From an optimization exercise on the open Yosys and OpenROAD flow, aimed at small area; shortcuts taken in it are not production practice. In this exercise RTL edits were held to simulation tests only and were not proved equivalent to the original.

==> flow/design.v <==
module TwoByEightMatMul (
	input [55:0] a, b,
	output[15:0] c
);
assign c = a[6:0]*b[6:0] + a[13:7]*b[13:7] + a[20:14]*b[20:14] + a[27:21]*b[27:21]
         + a[34:28]*b[34:28] + a[41:35]*b[41:35] + a[48:42]*b[48:42] + a[55:49]*b[55:49];
endmodule
module MatMul (
	input clk,
	input rw, cs, comdat,
	input[6:0] data_in,
	output[7:0] data_out
);
reg[6:0] addr;
reg[6:0] ram_a[0:63], ram_b[0:63];
always @(posedge clk) begin
	if(cs) begin
		if(rw || !comdat)
			addr <= addr + 7'd1;
		else
			addr <= data_in;
	end
end
wire we = cs && !rw && !comdat;
integer n;
always @(posedge clk) begin
	for(n=0; n<64; n=n+1) begin
		if(we && addr == n)
			ram_a[n] <= data_in;
		if(we && addr == 64+n)
			ram_b[n] <= data_in;
	end
end
wire[2:0] row = addr[6:4];
wire[2:0] col = addr[3:1];
wire[55:0] arow, bcol;
genvar k;
generate
for(k=0; k<8; k=k+1) begin: sel
	assign arow[7*k+:7] = ram_a[{row, k[2:0]}];
	assign bcol[7*k+:7] = ram_b[{k[2:0], col}];
end
endgenerate
wire[15:0] c;
TwoByEightMatMul dot(.a(arow), .b(bcol), .c(c));
assign data_out = addr[0] ? c[7:0] : c[15:8];
endmodule
module MatMul_top (
	input clk, read, resetn, cs,
	input[31:0] writedata,
	output[31:0] readdata,
	output[7:0] conduit
);
wire[7:0] from_mm;
assign conduit = from_mm;
assign readdata = {24'b0, from_mm};
MatMul mm(.clk(clk), .cs(cs), .rw(read), .comdat(writedata[7]), .data_in(writedata[6:0]), .data_out(from_mm));
endmodule
==> flow/run.sh <==
#!/bin/bash
# synth_recipe.tcl (not shown) runs the flow's synth.tcl, then flattens the netlist and writes it again
# the make line also repeats each setting of config.mk as NAME=value (left out here)
make -C /OpenROAD-flow-scripts/flow DESIGN_CONFIG=/design/flow/config.mk WORK_HOME=/design/flow/orfs CLKGATE_MAP_FILE= SYNTH_SCRIPT=/design/flow/synth_recipe.tcl finish
==> flow/config.mk <==
export PLATFORM = sky130hd
export DESIGN_NAME = MatMul_top
export DESIGN_NICKNAME = MatMul_top
export VERILOG_FILES = /design/flow/design.v
export SDC_FILE = /design/flow/constraint.sdc
export NUM_CORES = 4
export LEC_CHECK = 0
export CAP_MARGIN = 20
export CORE_MARGIN = 2
export CORE_UTILIZATION = 40
export SLEW_MARGIN = 20
==> flow/constraint.sdc <==
create_clock -name core_clock -period 12.0 [get_ports {clk}]
set_input_delay 2.4000 -clock core_clock [delete_from_list [all_inputs] [get_ports {clk}]]
set_output_delay 2.4000 -clock core_clock [all_outputs]
set_load 0.01 [all_outputs]
==> results.txt, run 1 <==
* Synth Area in Simple Gates at under 10%
* Num sequential at approximately 900
* Status: timing/DRC/antenna clean
* Main combinational cell family by area after synthesis: adder cells
* Commonest non-fill, non-tap cell in the layout: edfxtp_1
* Post-route worst setup slack at approximately 280 ps
* Final wirelength at roughly 140,000 um
* Final Hold Violating Endpoints at 0
* Setup Skew at between 40 and 50 ps
* DP Wirelength at roughly 97,000 um
* NumNets Final at roughly 4,300
* Actual slew at the worst max-slew pin at ~1100 ps
* Arrival time of the worst setup path at 9320 ps
* Root buf cell: clkbuf_16
* Asr flop ratio synth at 0%
* CTS tree: yes
* Worst Setup Path Type: flip-flop to primary output
* Footprint of the multi-input gates at 20,000 um^2
* Clock Tree Buf Depth at 3
* Initial DRC count at 2,869
* Synth Area in Compound Gates at roughly 6%
* Mux share of post-synthesis cell area at under 10%
* Fmax at between 0.08 and 0.09 GHz
* Slew Viols, Final at 0
* GRT overflow at 0
* Fraction of area in registers at ~48%
* Syn Inst Count at between 3,000 and 4,000
* Non-clock buffer share at around 5.4%
* Placed insts at 5,230
* Final setup violation count at 0
* Cells on worst reg2reg path at 5
* Design Area, Final at roughly 57,000 um^2
* Area grow syn2layout at 15.3%
* Die area at 126,000 um^2
* Area contributors post-synth: edfxtp_1 (55%), fa_1 (14%), ha_1 (5.0%)
* Total number of vias at 29,400
* Core area at between 100,000 and 150,000 um^2
* Commonest cells in the netlist: edfxtp_1 (903), inv_1 (465), nor2_1 (428)
* Bufs w/o clock at 340
* Met3 GRT Util at 2.43%
* Hold slack at between 1000 and 1500 ps
==> inputs of run 2 (changes only) <==
==> flow/design.v (replaced) <==
module TwoByEightMatMul (
	input [55:0] a, b,
	output[15:0] c
);
wire p0_0_0 = ~(a[0] & b[0]);
wire p0_0_1 = ~(a[0] & b[1]);
wire p0_0_2 = ~(a[0] & b[2]);
wire p0_0_3 = ~(a[0] & b[3]);
wire p0_0_4 = ~(a[0] & b[4]);
wire p0_0_5 = ~(a[0] & b[5]);
wire p0_0_6 = ~(a[0] & b[6]);
wire p0_1_0 = ~(a[1] & b[0]);
wire p0_1_1 = ~(a[1] & b[1]);
wire p0_1_2 = ~(a[1] & b[2]);
wire p0_1_3 = ~(a[1] & b[3]);
wire p0_1_4 = ~(a[1] & b[4]);
wire p0_1_5 = ~(a[1] & b[5]);
wire p0_1_6 = ~(a[1] & b[6]);
wire p0_2_0 = ~(a[2] & b[0]);
wire p0_2_1 = ~(a[2] & b[1]);
wire p0_2_2 = ~(a[2] & b[2]);
wire p0_2_3 = ~(a[2] & b[3]);
wire p0_2_4 = ~(a[2] & b[4]);
wire p0_2_5 = ~(a[2] & b[5]);
wire p0_2_6 = ~(a[2] & b[6]);
wire p0_3_0 = ~(a[3] & b[0]);
wire p0_3_1 = ~(a[3] & b[1]);
wire p0_3_2 = ~(a[3] & b[2]);
wire p0_3_3 = ~(a[3] & b[3]);
wire p0_3_4 = ~(a[3] & b[4]);
wire p0_3_5 = ~(a[3] & b[5]);
wire p0_3_6 = ~(a[3] & b[6]);
wire p0_4_0 = ~(a[4] & b[0]);
wire p0_4_1 = ~(a[4] & b[1]);
wire p0_4_2 = ~(a[4] & b[2]);
wire p0_4_3 = ~(a[4] & b[3]);
wire p0_4_4 = ~(a[4] & b[4]);
wire p0_4_5 = ~(a[4] & b[5]);
wire p0_4_6 = ~(a[4] & b[6]);
wire p0_5_0 = ~(a[5] & b[0]);
wire p0_5_1 = ~(a[5] & b[1]);
wire p0_5_2 = ~(a[5] & b[2]);
wire p0_5_3 = ~(a[5] & b[3]);
wire p0_5_4 = ~(a[5] & b[4]);
wire p0_5_5 = ~(a[5] & b[5]);
wire p0_5_6 = ~(a[5] & b[6]);
wire p0_6_0 = ~(a[6] & b[0]);
wire p0_6_1 = ~(a[6] & b[1]);
wire p0_6_2 = ~(a[6] & b[2]);
wire p0_6_3 = ~(a[6] & b[3]);
wire p0_6_4 = ~(a[6] & b[4]);
wire p0_6_5 = ~(a[6] & b[5]);
wire p0_6_6 = ~(a[6] & b[6]);
wire p1_0_0 = ~(a[7] & b[7]);
wire p1_0_1 = ~(a[7] & b[8]);
wire p1_0_2 = ~(a[7] & b[9]);
wire p1_0_3 = ~(a[7] & b[10]);
wire p1_0_4 = ~(a[7] & b[11]);
wire p1_0_5 = ~(a[7] & b[12]);
wire p1_0_6 = ~(a[7] & b[13]);
wire p1_1_0 = ~(a[8] & b[7]);
wire p1_1_1 = ~(a[8] & b[8]);
wire p1_1_2 = ~(a[8] & b[9]);
wire p1_1_3 = ~(a[8] & b[10]);
wire p1_1_4 = ~(a[8] & b[11]);
wire p1_1_5 = ~(a[8] & b[12]);
wire p1_1_6 = ~(a[8] & b[13]);
wire p1_2_0 = ~(a[9] & b[7]);
wire p1_2_1 = ~(a[9] & b[8]);
wire p1_2_2 = ~(a[9] & b[9]);
wire p1_2_3 = ~(a[9] & b[10]);
wire p1_2_4 = ~(a[9] & b[11]);
wire p1_2_5 = ~(a[9] & b[12]);
wire p1_2_6 = ~(a[9] & b[13]);
wire p1_3_0 = ~(a[10] & b[7]);
wire p1_3_1 = ~(a[10] & b[8]);
wire p1_3_2 = ~(a[10] & b[9]);
wire p1_3_3 = ~(a[10] & b[10]);
wire p1_3_4 = ~(a[10] & b[11]);
wire p1_3_5 = ~(a[10] & b[12]);
wire p1_3_6 = ~(a[10] & b[13]);
wire p1_4_0 = ~(a[11] & b[7]);
wire p1_4_1 = ~(a[11] & b[8]);
wire p1_4_2 = ~(a[11] & b[9]);
wire p1_4_3 = ~(a[11] & b[10]);
wire p1_4_4 = ~(a[11] & b[11]);
wire p1_4_5 = ~(a[11] & b[12]);
wire p1_4_6 = ~(a[11] & b[13]);
wire p1_5_0 = ~(a[12] & b[7]);
wire p1_5_1 = ~(a[12] & b[8]);
wire p1_5_2 = ~(a[12] & b[9]);
wire p1_5_3 = ~(a[12] & b[10]);
wire p1_5_4 = ~(a[12] & b[11]);
wire p1_5_5 = ~(a[12] & b[12]);
wire p1_5_6 = ~(a[12] & b[13]);
wire p1_6_0 = ~(a[13] & b[7]);
wire p1_6_1 = ~(a[13] & b[8]);
wire p1_6_2 = ~(a[13] & b[9]);
wire p1_6_3 = ~(a[13] & b[10]);
wire p1_6_4 = ~(a[13] & b[11]);
wire p1_6_5 = ~(a[13] & b[12]);
wire p1_6_6 = ~(a[13] & b[13]);
wire p2_0_0 = ~(a[14] & b[14]);
wire p2_0_1 = ~(a[14] & b[15]);
wire p2_0_2 = ~(a[14] & b[16]);
wire p2_0_3 = ~(a[14] & b[17]);
wire p2_0_4 = ~(a[14] & b[18]);
wire p2_0_5 = ~(a[14] & b[19]);
wire p2_0_6 = ~(a[14] & b[20]);
wire p2_1_0 = ~(a[15] & b[14]);
wire p2_1_1 = ~(a[15] & b[15]);
wire p2_1_2 = ~(a[15] & b[16]);
wire p2_1_3 = ~(a[15] & b[17]);
wire p2_1_4 = ~(a[15] & b[18]);
wire p2_1_5 = ~(a[15] & b[19]);
wire p2_1_6 = ~(a[15] & b[20]);
wire p2_2_0 = ~(a[16] & b[14]);
wire p2_2_1 = ~(a[16] & b[15]);
wire p2_2_2 = ~(a[16] & b[16]);
wire p2_2_3 = ~(a[16] & b[17]);
wire p2_2_4 = ~(a[16] & b[18]);
wire p2_2_5 = ~(a[16] & b[19]);
wire p2_2_6 = ~(a[16] & b[20]);
wire p2_3_0 = ~(a[17] & b[14]);
wire p2_3_1 = ~(a[17] & b[15]);
wire p2_3_2 = ~(a[17] & b[16]);
wire p2_3_3 = ~(a[17] & b[17]);
wire p2_3_4 = ~(a[17] & b[18]);
wire p2_3_5 = ~(a[17] & b[19]);
wire p2_3_6 = ~(a[17] & b[20]);
wire p2_4_0 = ~(a[18] & b[14]);
wire p2_4_1 = ~(a[18] & b[15]);
wire p2_4_2 = ~(a[18] & b[16]);
wire p2_4_3 = ~(a[18] & b[17]);
wire p2_4_4 = ~(a[18] & b[18]);
wire p2_4_5 = ~(a[18] & b[19]);
wire p2_4_6 = ~(a[18] & b[20]);
wire p2_5_0 = ~(a[19] & b[14]);
wire p2_5_1 = ~(a[19] & b[15]);
wire p2_5_2 = ~(a[19] & b[16]);
wire p2_5_3 = ~(a[19] & b[17]);
wire p2_5_4 = ~(a[19] & b[18]);
wire p2_5_5 = ~(a[19] & b[19]);
wire p2_5_6 = ~(a[19] & b[20]);
wire p2_6_0 = ~(a[20] & b[14]);
wire p2_6_1 = ~(a[20] & b[15]);
wire p2_6_2 = ~(a[20] & b[16]);
wire p2_6_3 = ~(a[20] & b[17]);
wire p2_6_4 = ~(a[20] & b[18]);
wire p2_6_5 = ~(a[20] & b[19]);
wire p2_6_6 = ~(a[20] & b[20]);
wire p3_0_0 = ~(a[21] & b[21]);
wire p3_0_1 = ~(a[21] & b[22]);
wire p3_0_2 = ~(a[21] & b[23]);
wire p3_0_3 = ~(a[21] & b[24]);
wire p3_0_4 = ~(a[21] & b[25]);
wire p3_0_5 = ~(a[21] & b[26]);
wire p3_0_6 = ~(a[21] & b[27]);
wire p3_1_0 = ~(a[22] & b[21]);
wire p3_1_1 = ~(a[22] & b[22]);
wire p3_1_2 = ~(a[22] & b[23]);
wire p3_1_3 = ~(a[22] & b[24]);
wire p3_1_4 = ~(a[22] & b[25]);
wire p3_1_5 = ~(a[22] & b[26]);
wire p3_1_6 = ~(a[22] & b[27]);
wire p3_2_0 = ~(a[23] & b[21]);
wire p3_2_1 = ~(a[23] & b[22]);
wire p3_2_2 = ~(a[23] & b[23]);
wire p3_2_3 = ~(a[23] & b[24]);
wire p3_2_4 = ~(a[23] & b[25]);
wire p3_2_5 = ~(a[23] & b[26]);
wire p3_2_6 = ~(a[23] & b[27]);
wire p3_3_0 = ~(a[24] & b[21]);
wire p3_3_1 = ~(a[24] & b[22]);
wire p3_3_2 = ~(a[24] & b[23]);
wire p3_3_3 = ~(a[24] & b[24]);
wire p3_3_4 = ~(a[24] & b[25]);
wire p3_3_5 = ~(a[24] & b[26]);
wire p3_3_6 = ~(a[24] & b[27]);
wire p3_4_0 = ~(a[25] & b[21]);
wire p3_4_1 = ~(a[25] & b[22]);
wire p3_4_2 = ~(a[25] & b[23]);
wire p3_4_3 = ~(a[25] & b[24]);
wire p3_4_4 = ~(a[25] & b[25]);
wire p3_4_5 = ~(a[25] & b[26]);
wire p3_4_6 = ~(a[25] & b[27]);
wire p3_5_0 = ~(a[26] & b[21]);
wire p3_5_1 = ~(a[26] & b[22]);
wire p3_5_2 = ~(a[26] & b[23]);
wire p3_5_3 = ~(a[26] & b[24]);
wire p3_5_4 = ~(a[26] & b[25]);
wire p3_5_5 = ~(a[26] & b[26]);
wire p3_5_6 = ~(a[26] & b[27]);
wire p3_6_0 = ~(a[27] & b[21]);
wire p3_6_1 = ~(a[27] & b[22]);
wire p3_6_2 = ~(a[27] & b[23]);
wire p3_6_3 = ~(a[27] & b[24]);
wire p3_6_4 = ~(a[27] & b[25]);
wire p3_6_5 = ~(a[27] & b[26]);
wire p3_6_6 = ~(a[27] & b[27]);
wire p4_0_0 = ~(a[28] & b[28]);
wire p4_0_1 = ~(a[28] & b[29]);
wire p4_0_2 = ~(a[28] & b[30]);
wire p4_0_3 = ~(a[28] & b[31]);
wire p4_0_4 = ~(a[28] & b[32]);
wire p4_0_5 = ~(a[28] & b[33]);
wire p4_0_6 = ~(a[28] & b[34]);
wire p4_1_0 = ~(a[29] & b[28]);
wire p4_1_1 = ~(a[29] & b[29]);
wire p4_1_2 = ~(a[29] & b[30]);
wire p4_1_3 = ~(a[29] & b[31]);
wire p4_1_4 = ~(a[29] & b[32]);
wire p4_1_5 = ~(a[29] & b[33]);
wire p4_1_6 = ~(a[29] & b[34]);
wire p4_2_0 = ~(a[30] & b[28]);
wire p4_2_1 = ~(a[30] & b[29]);
wire p4_2_2 = ~(a[30] & b[30]);
wire p4_2_3 = ~(a[30] & b[31]);
wire p4_2_4 = ~(a[30] & b[32]);
wire p4_2_5 = ~(a[30] & b[33]);
wire p4_2_6 = ~(a[30] & b[34]);
wire p4_3_0 = ~(a[31] & b[28]);
wire p4_3_1 = ~(a[31] & b[29]);
wire p4_3_2 = ~(a[31] & b[30]);
wire p4_3_3 = ~(a[31] & b[31]);
wire p4_3_4 = ~(a[31] & b[32]);
wire p4_3_5 = ~(a[31] & b[33]);
wire p4_3_6 = ~(a[31] & b[34]);
wire p4_4_0 = ~(a[32] & b[28]);
wire p4_4_1 = ~(a[32] & b[29]);
wire p4_4_2 = ~(a[32] & b[30]);
wire p4_4_3 = ~(a[32] & b[31]);
wire p4_4_4 = ~(a[32] & b[32]);
wire p4_4_5 = ~(a[32] & b[33]);
wire p4_4_6 = ~(a[32] & b[34]);
wire p4_5_0 = ~(a[33] & b[28]);
wire p4_5_1 = ~(a[33] & b[29]);
wire p4_5_2 = ~(a[33] & b[30]);
wire p4_5_3 = ~(a[33] & b[31]);
wire p4_5_4 = ~(a[33] & b[32]);
wire p4_5_5 = ~(a[33] & b[33]);
wire p4_5_6 = ~(a[33] & b[34]);
wire p4_6_0 = ~(a[34] & b[28]);
wire p4_6_1 = ~(a[34] & b[29]);
wire p4_6_2 = ~(a[34] & b[30]);
wire p4_6_3 = ~(a[34] & b[31]);
wire p4_6_4 = ~(a[34] & b[32]);
wire p4_6_5 = ~(a[34] & b[33]);
wire p4_6_6 = ~(a[34] & b[34]);
wire p5_0_0 = ~(a[35] & b[35]);
wire p5_0_1 = ~(a[35] & b[36]);
wire p5_0_2 = ~(a[35] & b[37]);
wire p5_0_3 = ~(a[35] & b[38]);
wire p5_0_4 = ~(a[35] & b[39]);
wire p5_0_5 = ~(a[35] & b[40]);
wire p5_0_6 = ~(a[35] & b[41]);
wire p5_1_0 = ~(a[36] & b[35]);
wire p5_1_1 = ~(a[36] & b[36]);
wire p5_1_2 = ~(a[36] & b[37]);
wire p5_1_3 = ~(a[36] & b[38]);
wire p5_1_4 = ~(a[36] & b[39]);
wire p5_1_5 = ~(a[36] & b[40]);
wire p5_1_6 = ~(a[36] & b[41]);
wire p5_2_0 = ~(a[37] & b[35]);
wire p5_2_1 = ~(a[37] & b[36]);
wire p5_2_2 = ~(a[37] & b[37]);
wire p5_2_3 = ~(a[37] & b[38]);
wire p5_2_4 = ~(a[37] & b[39]);
wire p5_2_5 = ~(a[37] & b[40]);
wire p5_2_6 = ~(a[37] & b[41]);
wire p5_3_0 = ~(a[38] & b[35]);
wire p5_3_1 = ~(a[38] & b[36]);
wire p5_3_2 = ~(a[38] & b[37]);
wire p5_3_3 = ~(a[38] & b[38]);
wire p5_3_4 = ~(a[38] & b[39]);
wire p5_3_5 = ~(a[38] & b[40]);
wire p5_3_6 = ~(a[38] & b[41]);
wire p5_4_0 = ~(a[39] & b[35]);
wire p5_4_1 = ~(a[39] & b[36]);
wire p5_4_2 = ~(a[39] & b[37]);
wire p5_4_3 = ~(a[39] & b[38]);
wire p5_4_4 = ~(a[39] & b[39]);
wire p5_4_5 = ~(a[39] & b[40]);
wire p5_4_6 = ~(a[39] & b[41]);
wire p5_5_0 = ~(a[40] & b[35]);
wire p5_5_1 = ~(a[40] & b[36]);
wire p5_5_2 = ~(a[40] & b[37]);
wire p5_5_3 = ~(a[40] & b[38]);
wire p5_5_4 = ~(a[40] & b[39]);
wire p5_5_5 = ~(a[40] & b[40]);
wire p5_5_6 = ~(a[40] & b[41]);
wire p5_6_0 = ~(a[41] & b[35]);
wire p5_6_1 = ~(a[41] & b[36]);
wire p5_6_2 = ~(a[41] & b[37]);
wire p5_6_3 = ~(a[41] & b[38]);
wire p5_6_4 = ~(a[41] & b[39]);
wire p5_6_5 = ~(a[41] & b[40]);
wire p5_6_6 = ~(a[41] & b[41]);
wire p6_0_0 = ~(a[42] & b[42]);
wire p6_0_1 = ~(a[42] & b[43]);
wire p6_0_2 = ~(a[42] & b[44]);
wire p6_0_3 = ~(a[42] & b[45]);
wire p6_0_4 = ~(a[42] & b[46]);
wire p6_0_5 = ~(a[42] & b[47]);
wire p6_0_6 = ~(a[42] & b[48]);
wire p6_1_0 = ~(a[43] & b[42]);
wire p6_1_1 = ~(a[43] & b[43]);
wire p6_1_2 = ~(a[43] & b[44]);
wire p6_1_3 = ~(a[43] & b[45]);
wire p6_1_4 = ~(a[43] & b[46]);
wire p6_1_5 = ~(a[43] & b[47]);
wire p6_1_6 = ~(a[43] & b[48]);
wire p6_2_0 = ~(a[44] & b[42]);
wire p6_2_1 = ~(a[44] & b[43]);
wire p6_2_2 = ~(a[44] & b[44]);
wire p6_2_3 = ~(a[44] & b[45]);
wire p6_2_4 = ~(a[44] & b[46]);
wire p6_2_5 = ~(a[44] & b[47]);
wire p6_2_6 = ~(a[44] & b[48]);
wire p6_3_0 = ~(a[45] & b[42]);
wire p6_3_1 = ~(a[45] & b[43]);
wire p6_3_2 = ~(a[45] & b[44]);
wire p6_3_3 = ~(a[45] & b[45]);
wire p6_3_4 = ~(a[45] & b[46]);
wire p6_3_5 = ~(a[45] & b[47]);
wire p6_3_6 = ~(a[45] & b[48]);
wire p6_4_0 = ~(a[46] & b[42]);
wire p6_4_1 = ~(a[46] & b[43]);
wire p6_4_2 = ~(a[46] & b[44]);
wire p6_4_3 = ~(a[46] & b[45]);
wire p6_4_4 = ~(a[46] & b[46]);
wire p6_4_5 = ~(a[46] & b[47]);
wire p6_4_6 = ~(a[46] & b[48]);
wire p6_5_0 = ~(a[47] & b[42]);
wire p6_5_1 = ~(a[47] & b[43]);
wire p6_5_2 = ~(a[47] & b[44]);
wire p6_5_3 = ~(a[47] & b[45]);
wire p6_5_4 = ~(a[47] & b[46]);
wire p6_5_5 = ~(a[47] & b[47]);
wire p6_5_6 = ~(a[47] & b[48]);
wire p6_6_0 = ~(a[48] & b[42]);
wire p6_6_1 = ~(a[48] & b[43]);
wire p6_6_2 = ~(a[48] & b[44]);
wire p6_6_3 = ~(a[48] & b[45]);
wire p6_6_4 = ~(a[48] & b[46]);
wire p6_6_5 = ~(a[48] & b[47]);
wire p6_6_6 = ~(a[48] & b[48]);
wire p7_0_0 = ~(a[49] & b[49]);
wire p7_0_1 = ~(a[49] & b[50]);
wire p7_0_2 = ~(a[49] & b[51]);
wire p7_0_3 = ~(a[49] & b[52]);
wire p7_0_4 = ~(a[49] & b[53]);
wire p7_0_5 = ~(a[49] & b[54]);
wire p7_0_6 = ~(a[49] & b[55]);
wire p7_1_0 = ~(a[50] & b[49]);
wire p7_1_1 = ~(a[50] & b[50]);
wire p7_1_2 = ~(a[50] & b[51]);
wire p7_1_3 = ~(a[50] & b[52]);
wire p7_1_4 = ~(a[50] & b[53]);
wire p7_1_5 = ~(a[50] & b[54]);
wire p7_1_6 = ~(a[50] & b[55]);
wire p7_2_0 = ~(a[51] & b[49]);
wire p7_2_1 = ~(a[51] & b[50]);
wire p7_2_2 = ~(a[51] & b[51]);
wire p7_2_3 = ~(a[51] & b[52]);
wire p7_2_4 = ~(a[51] & b[53]);
wire p7_2_5 = ~(a[51] & b[54]);
wire p7_2_6 = ~(a[51] & b[55]);
wire p7_3_0 = ~(a[52] & b[49]);
wire p7_3_1 = ~(a[52] & b[50]);
wire p7_3_2 = ~(a[52] & b[51]);
wire p7_3_3 = ~(a[52] & b[52]);
wire p7_3_4 = ~(a[52] & b[53]);
wire p7_3_5 = ~(a[52] & b[54]);
wire p7_3_6 = ~(a[52] & b[55]);
wire p7_4_0 = ~(a[53] & b[49]);
wire p7_4_1 = ~(a[53] & b[50]);
wire p7_4_2 = ~(a[53] & b[51]);
wire p7_4_3 = ~(a[53] & b[52]);
wire p7_4_4 = ~(a[53] & b[53]);
wire p7_4_5 = ~(a[53] & b[54]);
wire p7_4_6 = ~(a[53] & b[55]);
wire p7_5_0 = ~(a[54] & b[49]);
wire p7_5_1 = ~(a[54] & b[50]);
wire p7_5_2 = ~(a[54] & b[51]);
wire p7_5_3 = ~(a[54] & b[52]);
wire p7_5_4 = ~(a[54] & b[53]);
wire p7_5_5 = ~(a[54] & b[54]);
wire p7_5_6 = ~(a[54] & b[55]);
wire p7_6_0 = ~(a[55] & b[49]);
wire p7_6_1 = ~(a[55] & b[50]);
wire p7_6_2 = ~(a[55] & b[51]);
wire p7_6_3 = ~(a[55] & b[52]);
wire p7_6_4 = ~(a[55] & b[53]);
wire p7_6_5 = ~(a[55] & b[54]);
wire p7_6_6 = ~(a[55] & b[55]);
wire fc0, fs0;
assign {fc0, fs0} = p0_0_0 + p1_0_0 + p2_0_0;
wire fc1, fs1;
assign {fc1, fs1} = p3_0_0 + p4_0_0 + p5_0_0;
wire fc2, fs2;
assign {fc2, fs2} = p6_0_0 + p7_0_0 + fs0;
wire fc3, fs3;
assign {fc3, fs3} = p0_0_1 + p0_1_0 + p1_0_1;
wire fc4, fs4;
assign {fc4, fs4} = p1_1_0 + p2_0_1 + p2_1_0;
wire fc5, fs5;
assign {fc5, fs5} = p3_0_1 + p3_1_0 + p4_0_1;
wire fc6, fs6;
assign {fc6, fs6} = p4_1_0 + p5_0_1 + p5_1_0;
wire fc7, fs7;
assign {fc7, fs7} = p6_0_1 + p6_1_0 + p7_0_1;
wire fc8, fs8;
assign {fc8, fs8} = p7_1_0 + fc0 + fc1;
wire fc9, fs9;
assign {fc9, fs9} = fs3 + fs4 + fs5;
wire fc10, fs10;
assign {fc10, fs10} = fs6 + fs7 + fc2;
wire fc11, fs11;
assign {fc11, fs11} = fs8 + fs9 + fs10;
wire fc12, fs12;
assign {fc12, fs12} = p0_0_2 + p0_1_1 + p0_2_0;
wire fc13, fs13;
assign {fc13, fs13} = p1_0_2 + p1_1_1 + p1_2_0;
wire fc14, fs14;
assign {fc14, fs14} = p2_0_2 + p2_1_1 + p2_2_0;
wire fc15, fs15;
assign {fc15, fs15} = p3_0_2 + p3_1_1 + p3_2_0;
wire fc16, fs16;
assign {fc16, fs16} = p4_0_2 + p4_1_1 + p4_2_0;
wire fc17, fs17;
assign {fc17, fs17} = p5_0_2 + p5_1_1 + p5_2_0;
wire fc18, fs18;
assign {fc18, fs18} = p6_0_2 + p6_1_1 + p6_2_0;
wire fc19, fs19;
assign {fc19, fs19} = p7_0_2 + p7_1_1 + p7_2_0;
wire fc20, fs20;
assign {fc20, fs20} = fc3 + fc4 + fc5;
wire fc21, fs21;
assign {fc21, fs21} = fc6 + fc7 + fs12;
wire fc22, fs22;
assign {fc22, fs22} = fs13 + fs14 + fs15;
wire fc23, fs23;
assign {fc23, fs23} = fs16 + fs17 + fs18;
wire fc24, fs24;
assign {fc24, fs24} = fs19 + fc8 + fc9;
wire fc25, fs25;
assign {fc25, fs25} = fs20 + fs21 + fs22;
wire fc26, fs26;
assign {fc26, fs26} = fs23 + fc10 + fs24;
wire fc27, fs27;
assign {fc27, fs27} = fs25 + fc11 + fs26;
wire fc28, fs28;
assign {fc28, fs28} = p0_0_3 + p0_1_2 + p0_2_1;
wire fc29, fs29;
assign {fc29, fs29} = p0_3_0 + p1_0_3 + p1_1_2;
wire fc30, fs30;
assign {fc30, fs30} = p1_2_1 + p1_3_0 + p2_0_3;
wire fc31, fs31;
assign {fc31, fs31} = p2_1_2 + p2_2_1 + p2_3_0;
wire fc32, fs32;
assign {fc32, fs32} = p3_0_3 + p3_1_2 + p3_2_1;
wire fc33, fs33;
assign {fc33, fs33} = p3_3_0 + p4_0_3 + p4_1_2;
wire fc34, fs34;
assign {fc34, fs34} = p4_2_1 + p4_3_0 + p5_0_3;
wire fc35, fs35;
assign {fc35, fs35} = p5_1_2 + p5_2_1 + p5_3_0;
wire fc36, fs36;
assign {fc36, fs36} = p6_0_3 + p6_1_2 + p6_2_1;
wire fc37, fs37;
assign {fc37, fs37} = p6_3_0 + p7_0_3 + p7_1_2;
wire fc38, fs38;
assign {fc38, fs38} = p7_2_1 + p7_3_0 + fc12;
wire fc39, fs39;
assign {fc39, fs39} = fc13 + fc14 + fc15;
wire fc40, fs40;
assign {fc40, fs40} = fc16 + fc17 + fc18;
wire fc41, fs41;
assign {fc41, fs41} = fc19 + fs28 + fs29;
wire fc42, fs42;
assign {fc42, fs42} = fs30 + fs31 + fs32;
wire fc43, fs43;
assign {fc43, fs43} = fs33 + fs34 + fs35;
wire fc44, fs44;
assign {fc44, fs44} = fs36 + fs37 + fc20;
wire fc45, fs45;
assign {fc45, fs45} = fc21 + fc22 + fc23;
wire fc46, fs46;
assign {fc46, fs46} = fs38 + fs39 + fs40;
wire fc47, fs47;
assign {fc47, fs47} = fs41 + fs42 + fs43;
wire fc48, fs48;
assign {fc48, fs48} = fc24 + fs44 + fc25;
wire fc49, fs49;
assign {fc49, fs49} = fs45 + fs46 + fs47;
wire fc50, fs50;
assign {fc50, fs50} = fc26 + fs48 + fs49;
wire fc51, fs51;
assign {fc51, fs51} = p0_0_4 + p0_1_3 + p0_2_2;
wire fc52, fs52;
assign {fc52, fs52} = p0_3_1 + p0_4_0 + p1_0_4;
wire fc53, fs53;
assign {fc53, fs53} = p1_1_3 + p1_2_2 + p1_3_1;
wire fc54, fs54;
assign {fc54, fs54} = p1_4_0 + p2_0_4 + p2_1_3;
wire fc55, fs55;
assign {fc55, fs55} = p2_2_2 + p2_3_1 + p2_4_0;
wire fc56, fs56;
assign {fc56, fs56} = p3_0_4 + p3_1_3 + p3_2_2;
wire fc57, fs57;
assign {fc57, fs57} = p3_3_1 + p3_4_0 + p4_0_4;
wire fc58, fs58;
assign {fc58, fs58} = p4_1_3 + p4_2_2 + p4_3_1;
wire fc59, fs59;
assign {fc59, fs59} = p4_4_0 + p5_0_4 + p5_1_3;
wire fc60, fs60;
assign {fc60, fs60} = p5_2_2 + p5_3_1 + p5_4_0;
wire fc61, fs61;
assign {fc61, fs61} = p6_0_4 + p6_1_3 + p6_2_2;
wire fc62, fs62;
assign {fc62, fs62} = p6_3_1 + p6_4_0 + p7_0_4;
wire fc63, fs63;
assign {fc63, fs63} = p7_1_3 + p7_2_2 + p7_3_1;
wire fc64, fs64;
assign {fc64, fs64} = p7_4_0 + fc28 + fc29;
wire fc65, fs65;
assign {fc65, fs65} = fc30 + fc31 + fc32;
wire fc66, fs66;
assign {fc66, fs66} = fc33 + fc34 + fc35;
wire fc67, fs67;
assign {fc67, fs67} = fc36 + fc37 + fs51;
wire fc68, fs68;
assign {fc68, fs68} = fs52 + fs53 + fs54;
wire fc69, fs69;
assign {fc69, fs69} = fs55 + fs56 + fs57;
wire fc70, fs70;
assign {fc70, fs70} = fs58 + fs59 + fs60;
wire fc71, fs71;
assign {fc71, fs71} = fs61 + fs62 + fs63;
wire fc72, fs72;
assign {fc72, fs72} = fc38 + fc39 + fc40;
wire fc73, fs73;
assign {fc73, fs73} = fc41 + fc42 + fc43;
wire fc74, fs74;
assign {fc74, fs74} = fs64 + fs65 + fs66;
wire fc75, fs75;
assign {fc75, fs75} = fs67 + fs68 + fs69;
wire fc76, fs76;
assign {fc76, fs76} = fs70 + fs71 + fc44;
wire fc77, fs77;
assign {fc77, fs77} = fc45 + fc46 + fs72;
wire fc78, fs78;
assign {fc78, fs78} = fc47 + fs73 + fs74;
wire fc79, fs79;
assign {fc79, fs79} = fs75 + fs76 + fc48;
wire fc80, fs80;
assign {fc80, fs80} = fs77 + fc49 + fs78;
wire hs0 = ~(fs79 ^ fc50);
wire hc0 = fs79 | fc50;
wire fc81, fs81;
assign {fc81, fs81} = p0_0_5 + p0_1_4 + p0_2_3;
wire fc82, fs82;
assign {fc82, fs82} = p0_3_2 + p0_4_1 + p0_5_0;
wire fc83, fs83;
assign {fc83, fs83} = p1_0_5 + p1_1_4 + p1_2_3;
wire fc84, fs84;
assign {fc84, fs84} = p1_3_2 + p1_4_1 + p1_5_0;
wire fc85, fs85;
assign {fc85, fs85} = p2_0_5 + p2_1_4 + p2_2_3;
wire fc86, fs86;
assign {fc86, fs86} = p2_3_2 + p2_4_1 + p2_5_0;
wire fc87, fs87;
assign {fc87, fs87} = p3_0_5 + p3_1_4 + p3_2_3;
wire fc88, fs88;
assign {fc88, fs88} = p3_3_2 + p3_4_1 + p3_5_0;
wire fc89, fs89;
assign {fc89, fs89} = p4_0_5 + p4_1_4 + p4_2_3;
wire fc90, fs90;
assign {fc90, fs90} = p4_3_2 + p4_4_1 + p4_5_0;
wire fc91, fs91;
assign {fc91, fs91} = p5_0_5 + p5_1_4 + p5_2_3;
wire fc92, fs92;
assign {fc92, fs92} = p5_3_2 + p5_4_1 + p5_5_0;
wire fc93, fs93;
assign {fc93, fs93} = p6_0_5 + p6_1_4 + p6_2_3;
wire fc94, fs94;
assign {fc94, fs94} = p6_3_2 + p6_4_1 + p6_5_0;
wire fc95, fs95;
assign {fc95, fs95} = p7_0_5 + p7_1_4 + p7_2_3;
wire fc96, fs96;
assign {fc96, fs96} = p7_3_2 + p7_4_1 + p7_5_0;
wire fc97, fs97;
assign {fc97, fs97} = fc51 + fc52 + fc53;
wire fc98, fs98;
assign {fc98, fs98} = fc54 + fc55 + fc56;
wire fc99, fs99;
assign {fc99, fs99} = fc57 + fc58 + fc59;
wire fc100, fs100;
assign {fc100, fs100} = fc60 + fc61 + fc62;
wire fc101, fs101;
assign {fc101, fs101} = fc63 + fs81 + fs82;
wire fc102, fs102;
assign {fc102, fs102} = fs83 + fs84 + fs85;
wire fc103, fs103;
assign {fc103, fs103} = fs86 + fs87 + fs88;
wire fc104, fs104;
assign {fc104, fs104} = fs89 + fs90 + fs91;
wire fc105, fs105;
assign {fc105, fs105} = fs92 + fs93 + fs94;
wire fc106, fs106;
assign {fc106, fs106} = fs95 + fs96 + fc64;
wire fc107, fs107;
assign {fc107, fs107} = fc65 + fc66 + fc67;
wire fc108, fs108;
assign {fc108, fs108} = fc68 + fc69 + fc70;
wire fc109, fs109;
assign {fc109, fs109} = fc71 + fs100 + fs97;
wire fc110, fs110;
assign {fc110, fs110} = fs98 + fs99 + fs101;
wire fc111, fs111;
assign {fc111, fs111} = fs102 + fs103 + fs104;
wire fc112, fs112;
assign {fc112, fs112} = fs105 + fc72 + fc73;
wire fc113, fs113;
assign {fc113, fs113} = fc74 + fs106 + fc75;
wire fc114, fs114;
assign {fc114, fs114} = fs107 + fs108 + fs109;
wire fc115, fs115;
assign {fc115, fs115} = fs110 + fs111 + fc76;
wire fc116, fs116;
assign {fc116, fs116} = fc77 + fc78 + fs112;
wire fc117, fs117;
assign {fc117, fs117} = fs113 + fs114 + fs115;
wire fc118, fs118;
assign {fc118, fs118} = fc79 + fc80 + fs116;
wire hs1 = ~(fs117 ^ hc0);
wire hc1 = fs117 | hc0;
wire fc119, fs119;
assign {fc119, fs119} = p0_0_6 + p0_1_5 + p0_2_4;
wire fc120, fs120;
assign {fc120, fs120} = p0_3_3 + p0_4_2 + p0_5_1;
wire fc121, fs121;
assign {fc121, fs121} = p0_6_0 + p1_0_6 + p1_1_5;
wire fc122, fs122;
assign {fc122, fs122} = p1_2_4 + p1_3_3 + p1_4_2;
wire fc123, fs123;
assign {fc123, fs123} = p1_5_1 + p1_6_0 + p2_0_6;
wire fc124, fs124;
assign {fc124, fs124} = p2_1_5 + p2_2_4 + p2_3_3;
wire fc125, fs125;
assign {fc125, fs125} = p2_4_2 + p2_5_1 + p2_6_0;
wire fc126, fs126;
assign {fc126, fs126} = p3_0_6 + p3_1_5 + p3_2_4;
wire fc127, fs127;
assign {fc127, fs127} = p3_3_3 + p3_4_2 + p3_5_1;
wire fc128, fs128;
assign {fc128, fs128} = p3_6_0 + p4_0_6 + p4_1_5;
wire fc129, fs129;
assign {fc129, fs129} = p4_2_4 + p4_3_3 + p4_4_2;
wire fc130, fs130;
assign {fc130, fs130} = p4_5_1 + p4_6_0 + p5_0_6;
wire fc131, fs131;
assign {fc131, fs131} = p5_1_5 + p5_2_4 + p5_3_3;
wire fc132, fs132;
assign {fc132, fs132} = p5_4_2 + p5_5_1 + p5_6_0;
wire fc133, fs133;
assign {fc133, fs133} = p6_0_6 + p6_1_5 + p6_2_4;
wire fc134, fs134;
assign {fc134, fs134} = p6_3_3 + p6_4_2 + p6_5_1;
wire fc135, fs135;
assign {fc135, fs135} = p6_6_0 + p7_0_6 + p7_1_5;
wire fc136, fs136;
assign {fc136, fs136} = p7_2_4 + p7_3_3 + p7_4_2;
wire fc137, fs137;
assign {fc137, fs137} = p7_5_1 + p7_6_0 + fc81;
wire fc138, fs138;
assign {fc138, fs138} = fc82 + fc83 + fc84;
wire fc139, fs139;
assign {fc139, fs139} = fc85 + fc86 + fc87;
wire fc140, fs140;
assign {fc140, fs140} = fc88 + fc89 + fc90;
wire fc141, fs141;
assign {fc141, fs141} = fc91 + fc92 + fc93;
wire fc142, fs142;
assign {fc142, fs142} = fc94 + fc95 + fc96;
wire fc143, fs143;
assign {fc143, fs143} = fs119 + fs120 + fs121;
wire fc144, fs144;
assign {fc144, fs144} = fs122 + fs123 + fs124;
wire fc145, fs145;
assign {fc145, fs145} = fs125 + fs126 + fs127;
wire fc146, fs146;
assign {fc146, fs146} = fs128 + fs129 + fs130;
wire fc147, fs147;
assign {fc147, fs147} = fs131 + fs132 + fs133;
wire fc148, fs148;
assign {fc148, fs148} = fs134 + fs135 + fs136;
wire fc149, fs149;
assign {fc149, fs149} = fc100 + fc97 + fc98;
wire fc150, fs150;
assign {fc150, fs150} = fc99 + fc101 + fc102;
wire fc151, fs151;
assign {fc151, fs151} = fc103 + fc104 + fc105;
wire fc152, fs152;
assign {fc152, fs152} = fs137 + fs138 + fs139;
wire fc153, fs153;
assign {fc153, fs153} = fs140 + fs141 + fs142;
wire fc154, fs154;
assign {fc154, fs154} = fs143 + fs144 + fs145;
wire fc155, fs155;
assign {fc155, fs155} = fs146 + fs147 + fs148;
wire fc156, fs156;
assign {fc156, fs156} = fc106 + fc107 + fc108;
wire fc157, fs157;
assign {fc157, fs157} = fc109 + fs149 + fc110;
wire fc158, fs158;
assign {fc158, fs158} = fc111 + fs150 + fs151;
wire fc159, fs159;
assign {fc159, fs159} = fs152 + fs153 + fs154;
wire fc160, fs160;
assign {fc160, fs160} = fs155 + fc112 + fc113;
wire fc161, fs161;
assign {fc161, fs161} = fc114 + fs156 + fs157;
wire fc162, fs162;
assign {fc162, fs162} = fs158 + fc115 + fs159;
wire fc163, fs163;
assign {fc163, fs163} = fc116 + fs160 + fs161;
wire fc164, fs164;
assign {fc164, fs164} = fc117 + fs162 + fc118;
wire hs2 = ~(fs163 ^ hc1);
wire hc2 = fs163 | hc1;
wire fc165, fs165;
assign {fc165, fs165} = p0_1_6 + p0_2_5 + p0_3_4;
wire fc166, fs166;
assign {fc166, fs166} = p0_4_3 + p0_5_2 + p0_6_1;
wire fc167, fs167;
assign {fc167, fs167} = p1_1_6 + p1_2_5 + p1_3_4;
wire fc168, fs168;
assign {fc168, fs168} = p1_4_3 + p1_5_2 + p1_6_1;
wire fc169, fs169;
assign {fc169, fs169} = p2_1_6 + p2_2_5 + p2_3_4;
wire fc170, fs170;
assign {fc170, fs170} = p2_4_3 + p2_5_2 + p2_6_1;
wire fc171, fs171;
assign {fc171, fs171} = p3_1_6 + p3_2_5 + p3_3_4;
wire fc172, fs172;
assign {fc172, fs172} = p3_4_3 + p3_5_2 + p3_6_1;
wire fc173, fs173;
assign {fc173, fs173} = p4_1_6 + p4_2_5 + p4_3_4;
wire fc174, fs174;
assign {fc174, fs174} = p4_4_3 + p4_5_2 + p4_6_1;
wire fc175, fs175;
assign {fc175, fs175} = p5_1_6 + p5_2_5 + p5_3_4;
wire fc176, fs176;
assign {fc176, fs176} = p5_4_3 + p5_5_2 + p5_6_1;
wire fc177, fs177;
assign {fc177, fs177} = p6_1_6 + p6_2_5 + p6_3_4;
wire fc178, fs178;
assign {fc178, fs178} = p6_4_3 + p6_5_2 + p6_6_1;
wire fc179, fs179;
assign {fc179, fs179} = p7_1_6 + p7_2_5 + p7_3_4;
wire fc180, fs180;
assign {fc180, fs180} = p7_4_3 + p7_5_2 + p7_6_1;
wire fc181, fs181;
assign {fc181, fs181} = fc119 + fc120 + fc121;
wire fc182, fs182;
assign {fc182, fs182} = fc122 + fc123 + fc124;
wire fc183, fs183;
assign {fc183, fs183} = fc125 + fc126 + fc127;
wire fc184, fs184;
assign {fc184, fs184} = fc128 + fc129 + fc130;
wire fc185, fs185;
assign {fc185, fs185} = fc131 + fc132 + fc133;
wire fc186, fs186;
assign {fc186, fs186} = fc134 + fc135 + fc136;
wire fc187, fs187;
assign {fc187, fs187} = fs165 + fs166 + fs167;
wire fc188, fs188;
assign {fc188, fs188} = fs168 + fs169 + fs170;
wire fc189, fs189;
assign {fc189, fs189} = fs171 + fs172 + fs173;
wire fc190, fs190;
assign {fc190, fs190} = fs174 + fs175 + fs176;
wire fc191, fs191;
assign {fc191, fs191} = fs177 + fs178 + fs179;
wire fc192, fs192;
assign {fc192, fs192} = fs180 + fc137 + fc138;
wire fc193, fs193;
assign {fc193, fs193} = fc139 + fc140 + fc141;
wire fc194, fs194;
assign {fc194, fs194} = fc142 + fc143 + fc144;
wire fc195, fs195;
assign {fc195, fs195} = fc145 + fc146 + fc147;
wire fc196, fs196;
assign {fc196, fs196} = fc148 + fs181 + fs182;
wire fc197, fs197;
assign {fc197, fs197} = fs183 + fs184 + fs185;
wire fc198, fs198;
assign {fc198, fs198} = fs186 + fs187 + fs188;
wire fc199, fs199;
assign {fc199, fs199} = fs189 + fs190 + fs191;
wire fc200, fs200;
assign {fc200, fs200} = fc149 + fc150 + fc151;
wire fc201, fs201;
assign {fc201, fs201} = fc152 + fc153 + fs192;
wire fc202, fs202;
assign {fc202, fs202} = fs193 + fc154 + fc155;
wire fc203, fs203;
assign {fc203, fs203} = fs194 + fs195 + fs196;
wire fc204, fs204;
assign {fc204, fs204} = fs197 + fs198 + fs199;
wire fc205, fs205;
assign {fc205, fs205} = fc156 + fc157 + fc158;
wire fc206, fs206;
assign {fc206, fs206} = fs200 + fs201 + fc159;
wire fc207, fs207;
assign {fc207, fs207} = fs202 + fs203 + fs204;
wire fc208, fs208;
assign {fc208, fs208} = fc160 + fc161 + fs205;
wire fc209, fs209;
assign {fc209, fs209} = fc162 + fs206 + fs207;
wire fc210, fs210;
assign {fc210, fs210} = fc163 + fs208 + fs209;
wire hs3 = ~(fc164 ^ hc2);
wire hc3 = fc164 | hc2;
wire fc211, fs211;
assign {fc211, fs211} = p0_2_6 + p0_3_5 + p0_4_4;
wire fc212, fs212;
assign {fc212, fs212} = p0_5_3 + p0_6_2 + p1_2_6;
wire fc213, fs213;
assign {fc213, fs213} = p1_3_5 + p1_4_4 + p1_5_3;
wire fc214, fs214;
assign {fc214, fs214} = p1_6_2 + p2_2_6 + p2_3_5;
wire fc215, fs215;
assign {fc215, fs215} = p2_4_4 + p2_5_3 + p2_6_2;
wire fc216, fs216;
assign {fc216, fs216} = p3_2_6 + p3_3_5 + p3_4_4;
wire fc217, fs217;
assign {fc217, fs217} = p3_5_3 + p3_6_2 + p4_2_6;
wire fc218, fs218;
assign {fc218, fs218} = p4_3_5 + p4_4_4 + p4_5_3;
wire fc219, fs219;
assign {fc219, fs219} = p4_6_2 + p5_2_6 + p5_3_5;
wire fc220, fs220;
assign {fc220, fs220} = p5_4_4 + p5_5_3 + p5_6_2;
wire fc221, fs221;
assign {fc221, fs221} = p6_2_6 + p6_3_5 + p6_4_4;
wire fc222, fs222;
assign {fc222, fs222} = p6_5_3 + p6_6_2 + p7_2_6;
wire fc223, fs223;
assign {fc223, fs223} = p7_3_5 + p7_4_4 + p7_5_3;
wire fc224, fs224;
assign {fc224, fs224} = p7_6_2 + fc165 + fc166;
wire fc225, fs225;
assign {fc225, fs225} = fc167 + fc168 + fc169;
wire fc226, fs226;
assign {fc226, fs226} = fc170 + fc171 + fc172;
wire fc227, fs227;
assign {fc227, fs227} = fc173 + fc174 + fc175;
wire fc228, fs228;
assign {fc228, fs228} = fc176 + fc177 + fc178;
wire fc229, fs229;
assign {fc229, fs229} = fc179 + fc180 + fs211;
wire fc230, fs230;
assign {fc230, fs230} = fs212 + fs213 + fs214;
wire fc231, fs231;
assign {fc231, fs231} = fs215 + fs216 + fs217;
wire fc232, fs232;
assign {fc232, fs232} = fs218 + fs219 + fs220;
wire fc233, fs233;
assign {fc233, fs233} = fs221 + fs222 + fs223;
wire fc234, fs234;
assign {fc234, fs234} = fc181 + fc182 + fc183;
wire fc235, fs235;
assign {fc235, fs235} = fc184 + fc185 + fc186;
wire fc236, fs236;
assign {fc236, fs236} = fc187 + fc188 + fc189;
wire fc237, fs237;
assign {fc237, fs237} = fc190 + fc191 + fs224;
wire fc238, fs238;
assign {fc238, fs238} = fs225 + fs226 + fs227;
wire fc239, fs239;
assign {fc239, fs239} = fs228 + fs229 + fs230;
wire fc240, fs240;
assign {fc240, fs240} = fs231 + fs232 + fs233;
wire fc241, fs241;
assign {fc241, fs241} = fc192 + fc193 + fc194;
wire fc242, fs242;
assign {fc242, fs242} = fc195 + fc196 + fc197;
wire fc243, fs243;
assign {fc243, fs243} = fs234 + fs235 + fc198;
wire fc244, fs244;
assign {fc244, fs244} = fc199 + fs236 + fs237;
wire fc245, fs245;
assign {fc245, fs245} = fs238 + fs239 + fs240;
wire fc246, fs246;
assign {fc246, fs246} = fc200 + fc201 + fc202;
wire fc247, fs247;
assign {fc247, fs247} = fc203 + fs241 + fs242;
wire fc248, fs248;
assign {fc248, fs248} = fc204 + fs243 + fs244;
wire fc249, fs249;
assign {fc249, fs249} = fs245 + fc205 + fc206;
wire fc250, fs250;
assign {fc250, fs250} = fs246 + fs247 + fc207;
wire fc251, fs251;
assign {fc251, fs251} = fs248 + fc208 + fs249;
wire fc252, fs252;
assign {fc252, fs252} = fc209 + fs250 + fs251;
wire hs4 = ~(fc210 ^ hc3);
wire hc4 = fc210 | hc3;
wire fc253, fs253;
assign {fc253, fs253} = p0_3_6 + p0_4_5 + p0_5_4;
wire fc254, fs254;
assign {fc254, fs254} = p0_6_3 + p1_3_6 + p1_4_5;
wire fc255, fs255;
assign {fc255, fs255} = p1_5_4 + p1_6_3 + p2_3_6;
wire fc256, fs256;
assign {fc256, fs256} = p2_4_5 + p2_5_4 + p2_6_3;
wire fc257, fs257;
assign {fc257, fs257} = p3_3_6 + p3_4_5 + p3_5_4;
wire fc258, fs258;
assign {fc258, fs258} = p3_6_3 + p4_3_6 + p4_4_5;
wire fc259, fs259;
assign {fc259, fs259} = p4_5_4 + p4_6_3 + p5_3_6;
wire fc260, fs260;
assign {fc260, fs260} = p5_4_5 + p5_5_4 + p5_6_3;
wire fc261, fs261;
assign {fc261, fs261} = p6_3_6 + p6_4_5 + p6_5_4;
wire fc262, fs262;
assign {fc262, fs262} = p6_6_3 + p7_3_6 + p7_4_5;
wire fc263, fs263;
assign {fc263, fs263} = p7_5_4 + p7_6_3 + fc211;
wire fc264, fs264;
assign {fc264, fs264} = fc212 + fc213 + fc214;
wire fc265, fs265;
assign {fc265, fs265} = fc215 + fc216 + fc217;
wire fc266, fs266;
assign {fc266, fs266} = fc218 + fc219 + fc220;
wire fc267, fs267;
assign {fc267, fs267} = fc221 + fc222 + fc223;
wire fc268, fs268;
assign {fc268, fs268} = fs253 + fs254 + fs255;
wire fc269, fs269;
assign {fc269, fs269} = fs256 + fs257 + fs258;
wire fc270, fs270;
assign {fc270, fs270} = fs259 + fs260 + fs261;
wire fc271, fs271;
assign {fc271, fs271} = fs262 + fc224 + fc225;
wire fc272, fs272;
assign {fc272, fs272} = fc226 + fc227 + fc228;
wire fc273, fs273;
assign {fc273, fs273} = fc229 + fc230 + fc231;
wire fc274, fs274;
assign {fc274, fs274} = fc232 + fc233 + fs263;
wire fc275, fs275;
assign {fc275, fs275} = fs264 + fs265 + fs266;
wire fc276, fs276;
assign {fc276, fs276} = fs267 + fs268 + fs269;
wire fc277, fs277;
assign {fc277, fs277} = fs270 + fc234 + fc235;
wire fc278, fs278;
assign {fc278, fs278} = fc236 + fc237 + fc238;
wire fc279, fs279;
assign {fc279, fs279} = fs271 + fs272 + fc239;
wire fc280, fs280;
assign {fc280, fs280} = fc240 + fs273 + fs274;
wire fc281, fs281;
assign {fc281, fs281} = fs275 + fs276 + fc241;
wire fc282, fs282;
assign {fc282, fs282} = fc242 + fs277 + fc243;
wire fc283, fs283;
assign {fc283, fs283} = fc244 + fs278 + fc245;
wire fc284, fs284;
assign {fc284, fs284} = fs279 + fs280 + fc246;
wire fc285, fs285;
assign {fc285, fs285} = fc247 + fs281 + fc248;
wire fc286, fs286;
assign {fc286, fs286} = fs282 + fs283 + fc249;
wire fc287, fs287;
assign {fc287, fs287} = fs284 + fc250 + fs285;
wire fc288, fs288;
assign {fc288, fs288} = fc251 + fs286 + fs287;
wire hs5 = ~(hc4 ^ fc252);
wire hc5 = hc4 | fc252;
wire fc289, fs289;
assign {fc289, fs289} = p0_4_6 + p0_5_5 + p0_6_4;
wire fc290, fs290;
assign {fc290, fs290} = p1_4_6 + p1_5_5 + p1_6_4;
wire fc291, fs291;
assign {fc291, fs291} = p2_4_6 + p2_5_5 + p2_6_4;
wire fc292, fs292;
assign {fc292, fs292} = p3_4_6 + p3_5_5 + p3_6_4;
wire fc293, fs293;
assign {fc293, fs293} = p4_4_6 + p4_5_5 + p4_6_4;
wire fc294, fs294;
assign {fc294, fs294} = p5_4_6 + p5_5_5 + p5_6_4;
wire fc295, fs295;
assign {fc295, fs295} = p6_4_6 + p6_5_5 + p6_6_4;
wire fc296, fs296;
assign {fc296, fs296} = p7_4_6 + p7_5_5 + p7_6_4;
wire fc297, fs297;
assign {fc297, fs297} = fc253 + fc254 + fc255;
wire fc298, fs298;
assign {fc298, fs298} = fc256 + fc257 + fc258;
wire fc299, fs299;
assign {fc299, fs299} = fc259 + fc260 + fc261;
wire fc300, fs300;
assign {fc300, fs300} = fc262 + fs289 + fs290;
wire fc301, fs301;
assign {fc301, fs301} = fs291 + fs292 + fs293;
wire fc302, fs302;
assign {fc302, fs302} = fs294 + fs295 + fs296;
wire fc303, fs303;
assign {fc303, fs303} = fc263 + fc264 + fc265;
wire fc304, fs304;
assign {fc304, fs304} = fc266 + fc267 + fc268;
wire fc305, fs305;
assign {fc305, fs305} = fc269 + fc270 + fs297;
wire fc306, fs306;
assign {fc306, fs306} = fs298 + fs299 + fs300;
wire fc307, fs307;
assign {fc307, fs307} = fs301 + fs302 + fc271;
wire fc308, fs308;
assign {fc308, fs308} = fc272 + fc273 + fc274;
wire fc309, fs309;
assign {fc309, fs309} = fc275 + fs303 + fc276;
wire fc310, fs310;
assign {fc310, fs310} = fs304 + fs305 + fs306;
wire fc311, fs311;
assign {fc311, fs311} = fc277 + fc278 + fs307;
wire fc312, fs312;
assign {fc312, fs312} = fc279 + fc280 + fs308;
wire fc313, fs313;
assign {fc313, fs313} = fs309 + fs310 + fc281;
wire fc314, fs314;
assign {fc314, fs314} = fc282 + fs311 + fc283;
wire fc315, fs315;
assign {fc315, fs315} = fs312 + fc284 + fs313;
wire fc316, fs316;
assign {fc316, fs316} = fc285 + fs314 + fc286;
wire fc317, fs317;
assign {fc317, fs317} = fs315 + fc287 + fs316;
wire hs6 = ~(fc288 ^ hc5);
wire hc6 = fc288 | hc5;
wire fc318, fs318;
assign {fc318, fs318} = p0_5_6 + p0_6_5 + p1_5_6;
wire fc319, fs319;
assign {fc319, fs319} = p1_6_5 + p2_5_6 + p2_6_5;
wire fc320, fs320;
assign {fc320, fs320} = p3_5_6 + p3_6_5 + p4_5_6;
wire fc321, fs321;
assign {fc321, fs321} = p4_6_5 + p5_5_6 + p5_6_5;
wire fc322, fs322;
assign {fc322, fs322} = p6_5_6 + p6_6_5 + p7_5_6;
wire fc323, fs323;
assign {fc323, fs323} = p7_6_5 + fc289 + fc290;
wire fc324, fs324;
assign {fc324, fs324} = fc291 + fc292 + fc293;
wire fc325, fs325;
assign {fc325, fs325} = fc294 + fc295 + fc296;
wire fc326, fs326;
assign {fc326, fs326} = fs318 + fs319 + fs320;
wire fc327, fs327;
assign {fc327, fs327} = fs321 + fs322 + fc297;
wire fc328, fs328;
assign {fc328, fs328} = fc298 + fc299 + fc300;
wire fc329, fs329;
assign {fc329, fs329} = fc301 + fc302 + fs323;
wire fc330, fs330;
assign {fc330, fs330} = fs324 + fs325 + fs326;
wire fc331, fs331;
assign {fc331, fs331} = fc303 + fc304 + fc305;
wire fc332, fs332;
assign {fc332, fs332} = fs327 + fc306 + fs328;
wire fc333, fs333;
assign {fc333, fs333} = fs329 + fs330 + fc307;
wire fc334, fs334;
assign {fc334, fs334} = fc308 + fc309 + fs331;
wire fc335, fs335;
assign {fc335, fs335} = fc310 + fs332 + fc311;
wire fc336, fs336;
assign {fc336, fs336} = fs333 + fc312 + fs334;
wire fc337, fs337;
assign {fc337, fs337} = fc313 + fs335 + fc314;
wire fc338, fs338;
assign {fc338, fs338} = fs336 + fc315 + fs337;
wire fc339, fs339;
assign {fc339, fs339} = fc316 + fs338 + fc317;
wire fc340, fs340;
assign {fc340, fs340} = p0_6_6 + p1_6_6 + p2_6_6;
wire fc341, fs341;
assign {fc341, fs341} = p3_6_6 + p4_6_6 + p5_6_6;
wire fc342, fs342;
assign {fc342, fs342} = p6_6_6 + p7_6_6 + fc318;
wire fc343, fs343;
assign {fc343, fs343} = fc319 + fc320 + fc321;
wire fc344, fs344;
assign {fc344, fs344} = fc322 + fs340 + fs341;
wire fc345, fs345;
assign {fc345, fs345} = fc323 + fc324 + fc325;
wire fc346, fs346;
assign {fc346, fs346} = fc326 + fs342 + fs343;
wire fc347, fs347;
assign {fc347, fs347} = fs344 + fc327 + fc328;
wire fc348, fs348;
assign {fc348, fs348} = fc329 + fs345 + fc330;
wire fc349, fs349;
assign {fc349, fs349} = fs346 + fc331 + fc332;
wire fc350, fs350;
assign {fc350, fs350} = fs347 + fs348 + fc333;
wire fc351, fs351;
assign {fc351, fs351} = fc334 + fs349 + fc335;
wire fc352, fs352;
assign {fc352, fs352} = fs350 + fc336 + fs351;
wire fc353, fs353;
assign {fc353, fs353} = fc337 + fs352 + fc338;
wire fc354, fs354;
assign {fc354, fs354} = fc340 + fc341 + fc342;
wire fc355, fs355;
assign {fc355, fs355} = fc343 + fc344 + fc345;
wire fc356, fs356;
assign {fc356, fs356} = fc346 + fs354 + fc347;
wire fc357, fs357;
assign {fc357, fs357} = fs355 + fc348 + fc349;
wire fc358, fs358;
assign {fc358, fs358} = fs356 + fc350 + fs357;
wire fc359, fs359;
assign {fc359, fs359} = fc351 + fs358 + fc352;
wire fc360, fs360;
assign {fc360, fs360} = fc354 + fc355 + fc356;
wire fc361, fs361;
assign {fc361, fs361} = fc357 + fs360 + fc358;
wire[15:0] xn = {fc360, fs361, fs359, fs353, hc6, fs317, fs288, hs4, fs210, fs164, fs118, fs80, fc27, fs27, fs11, fs1};
wire[15:0] yn = {fc361, fc359, fc353, fc339, fs339, hs6, hs5, fs252, hs3, hs2, hs1, hs0, fs50, 1'b1, 1'b1, fs2};
wire[15:0] cn = xn + yn + 16'd1;
assign c = ~cn;
endmodule
module MatMul (
	input clk,
	input rw, cs, comdat,
	input[6:0] data_in,
	output[7:0] data_out
);
reg[6:0] addr;
reg[6:0] ram_a[0:63], ram_b[0:63];
reg[7:0] rsel, csel;
wire[6:0] addr_next = !cs ? addr : (rw || !comdat) ? addr + 7'd1 : data_in;
always @(posedge clk) begin
	addr <= addr_next;
	rsel <= 8'd1 << addr_next[6:4];
	csel <= 8'd1 << addr_next[3:1];
end
wire we = cs && !rw && !comdat;
integer n;
always @(posedge clk) begin
	for(n=0; n<64; n=n+1) begin
		if(we && addr == n)
			ram_a[n] <= data_in;
		if(we && addr == 64+n)
			ram_b[n] <= data_in;
	end
end
reg[55:0] arow, bcol;
integer k, r;
always @(*) begin
	arow = 56'd0;
	bcol = 56'd0;
	for(k=0; k<8; k=k+1)
		for(r=0; r<8; r=r+1) begin
			arow[7*k+:7] = arow[7*k+:7] | ({7{rsel[r]}} & ram_a[8*r+k]);
			bcol[7*k+:7] = bcol[7*k+:7] | ({7{csel[r]}} & ram_b[8*k+r]);
		end
end
wire[15:0] c;
TwoByEightMatMul dot(.a(arow), .b(bcol), .c(c));
assign data_out = addr[0] ? c[7:0] : c[15:8];
endmodule
module MatMul_top (
	input clk, read, resetn, cs,
	input[31:0] writedata,
	output[31:0] readdata,
	output[7:0] conduit
);
wire[7:0] from_mm;
assign conduit = from_mm;
assign readdata = {24'b0, from_mm};
MatMul mm(.clk(clk), .cs(cs), .rw(read), .comdat(writedata[7]), .data_in(writedata[6:0]), .data_out(from_mm));
endmodule
==> run 2 against run 1 <==
  * Still clean
  * Register-to-register slack lost 90 ps
  * Synthesized area is 11% lower
  * Maximum frequency grew 0.62%
  * Final cell count decreased by 21%
  * Critical path depth is 5 lower
  * Count of clock-buffer cells in the layout fell by 9
  * Synthesized cell count decreased by 17%
  * Worst hold slack lost 330 ps
  * Flip-flop and latch count rose by 16
  * Non-clock buffer count fell by 259
  * Via count is 15% lower
  * Clock skew fell by 23 ps
==> results.txt, run 2 <==
* Critical Path End Type: primary output
* ANT nets after route at 0
* DRC viols at 0
* Slew Viols, Final at 0 (unchanged)
* Initial antenna violation count at 0
* Clock Tree Buf Depth at 3 (unchanged)
* Post-synthesis register bit count at 919
* Root buf cell: clkbuf_16
* Fin util at 44.6%
* Largest regs: mm.ram_a (448), mm.ram_b (448)
* Layout cells sized above 1 at between 8 and 9%
* DR pass1 iterations at 5
* Synth area leader: edfxtp_1
* Cell area after synthesis at around 44,000 um^2
* Syn Inst Count at 2,892 (-17%)
* First-pass GRT wire length at around 180,000 um
* Worst-path fanout max at 39
* CTS sink count at between 900 and 1,000
* Pin count of the biggest net entering global routing at 90
* Top FF cell, synth: edfxtp_1
* CTS tree: yes
* Vias per std cell at about 5.8
* GPL Wtd Cong at about 1
* Worst r2r dst: mm.ram_a[59][1]$_DFFE_PP_
* Reg-to-reg startpoint: mm.addr[0]$_DFFE_PP_
* Area contributors post-synth: edfxtp_1 (62%), fa_1 (17%), a22oi_1 (7.7%)
* # hold bufs at CTS at 0
* Most frequent cells in the layout: edfxtp_1 (897), nor2_1 (542), a22oi_1 (449), fa_1 (362), and4_1 (98)
* Later-pin clock latency in the skew report at between 600 and 700 ps
* Die W at between 300 and 400 um
* Core area at 109,000 um^2 (-11%)
* Min-Delay Path Class: flip-flop to flip-flop
* GRT overflow at 0 (unchanged)
* Commonest cells in the netlist: edfxtp_1 (897), nor2_1 (542), a22oi_1 (449)
* Routed length per instance at between 20 and 30 um
* Most frequent CP cell: fa_1
* Cts bufs inserted at between 80 and 90
* Initial DRC count at 2,901 (+1.1%)
* Final setup violation count at 0 (unchanged)
* Final wirelength at 122,000 um (-11%)
* Die height at roughly 330 um
* Hold Crit Start: mm.addr[1]$_DFF_P_
* Vias in the first global route at approximately 26,000
* Initial Util at roughly 40%
* Min cycle time layout at 11,650 ps
* Clk slew on worst S/H paths at about 60 ps
* Worst Setup Path Type: flip-flop to primary output
* Syn avg cell area at around 15 um^2
* Asr flop ratio synth at 0% (unchanged)
* IO buf count at 26
* Hold endpoint: mm.addr[1]$_DFF_P_
* Arrival time of the worst setup path at 9250 ps (-70 ps)
* Status: timing/DRC/antenna clean
* Setup TNS at 0 ps
* CP cell instances: buf_12 > a22oi_1 > and4_1 > nor2_1 > fa_1 > fa_1 > fa_1 > fa_1 > fa_1 > fa_1 > fa_1 > fa_1 > inv_1 > fa_1 > inv_1 > fa_1 > inv_1 > ha_2 > nand3_1 > nor2_1 > a221o_1 > o31a_1 > o211ai_1 > clkdlybuf4s50_1
* Fmax at 0.0859 GHz (+0.62%)
* Number of synthesized flops with an enable pin at 897
* Setup Skew at 20.9 ps (-23.3 ps)
* Ports at 76
* Total of max-cap violations at 0
* Req. time, crit path at 9600 ps
* Total number of vias at 25,200 (-15%)
* H-tree Lvls at 3
* Slack of the worst reg-to-reg path at between 8000 and 9000 ps
* DP Wirelength at 84,000 um (-13%)
* Unrepaired setup endpoints after global routing: false
* Top cell type's share of synthesized area at between 60% and 70%
* Depth of the worst hold-timing path at 2
* NumNets Final at 3,244 (-25%)
* Gr usage total at approximately 22%
* N_diodes at 0
* Crit-path slowest cell: fa_1
* Post-route clock period utilization at 97.1%
* Relative slew slack at 23.8%
* Seq/Total Area, Yosys at 62.5%
* Commonest non-fill, non-tap cell in the layout: edfxtp_1
* Cells on worst reg2reg path at 6 (+1)
* Final Hold Violating Endpoints at 0 (unchanged)
* Yosys warns at 3
* Actual slew at the worst max-slew pin at 1140 ps (+37.1 ps)
* Yosys cell types at between 60 and 70
* Most frequent cell after synthesis: edfxtp_1
* Area grow syn2layout at 10.7%
* Std cell rows at roughly 120
* Critical path's largest stage delay at 630 ps
* Die area at 112,000 um^2 (-11%)
* Crit path launch type: flip-flop
-- run 2: cell types whose count changed in the layout (fill, tap and decap cells not counted), sizes merged, moves of 88 or more --
cell / before / now
inv: 466 / 50
ha: 197 / 25
nor2: 434 / 543
a221oi: 90 / 2
a22oi: 54 / 450
nand2: 132 / 37
buf: 316 / 62
and4: 4 / 112
mux2: 94 / 0
-- run 2: how the worst max path moves through the flow --
stage | endpoint | startpoint
after global placement | readdata[6] | mm.rsel[6]$_SDFF_PN0_
after floorplan | readdata[6] | mm.csel[3]$_SDFF_PP0_
after detailed placement | readdata[7] | mm.rsel[6]$_SDFF_PN0_
after CTS | readdata[7] | mm.rsel[7]$_SDFF_PN0_
after global routing | readdata[7] | mm.rsel[1]$_SDFF_PP0_
final | conduit[6] | mm.csel[0]$_SDFF_PP0_
-- run 2: per-layer routing --
metal	up-vias	track usage, %	part of all wire (%)
met5	-	0	0
met4	0	6.25	2.6
met3	177	4.31	8.4
met2	1156	34.4	47
met1	13300	30.2	42
li1	10500	-	-
-- run 2: cells by family (layout without fill, tap and decap cells) --
logic type	Yosys count	in the layout	share of synthesized area [%]
buf+inv	310	286	3.05
other cells	1	24	0.00857
flops	919	919	62.5
xor+xnor	8	8	0.160
simple gates	752	752	8.11
compound gates	510	510	8.75
mux	5	5	0.114
fa+ha+maj	387	387	17.3
-- run 2: critical path: cells and delay by family (launching register included) --
kind | cells | cell delay (ps)
buf+inv | 5 | 990
fa+ha+maj | 11 | 5160
flops | 1 | 440
simple gates | 4 | 830
compound gates | 4 | 1090
-- run 2: final cells by class --
class,instances,area [um^2]
flip-flops and latches,919,27400
multi-input cells,1686,15200
inverters,46,173
clock inverters,60,791
clock buffers,99,2260
well taps,1414,1770
repair buffers,81,871
fillers,9400,60200
-- run 2: per-stage QoR --
stage	instances	cell area (um^2)	hold WS, ps	worst slack [ps]
global placement	4143	45300	651	571
floorplan	2915	43900	596	1960
finish	4305	48500	672	354
detailed placement	4143	45300	662	608
CTS	4302	48400	670	91.0
global route	4305	48500	700	8.24
-- run 2: repair_timing --
action | in CTS | in global routing
gates cloned | 0 | 0
endpoints found under the hold margin | 0 | 0
resized for setup | 4 | 20
pin swaps | 0 | 0
setup buffers | 0 | 3
setup endpoints to repair | 4 | 8

## afterwards: timing with drivers on the ports
In the flow no input, the clock included, has a driving cell. The finished layouts below were timed again as built, in two steps. Step 1, drivers: a clkbuf_16 drives clk and a buf_2 each remaining input, both assumed. Step 2 moves the port delays by t, midway between the first and last clock arrival at a register: inputs arrive t later, outputs are due t later. That takes back most of the time a late clock gives input paths. Slacks: no drivers / after step 1 / after step 2; pairs: no drivers / after step 1.
run	shift t [ns]	setup WS [ns]	worst register clock-pin slew, ns	pins driven straight from the clock port
run 1	0.735	0.282 / 0.208 / 0.943	0.07 / 0.07	1
run 2	0.720	0.354 / 0.284 / 1.004	0.07 / 0.07	1
After both steps every run listed still meets setup and hold.
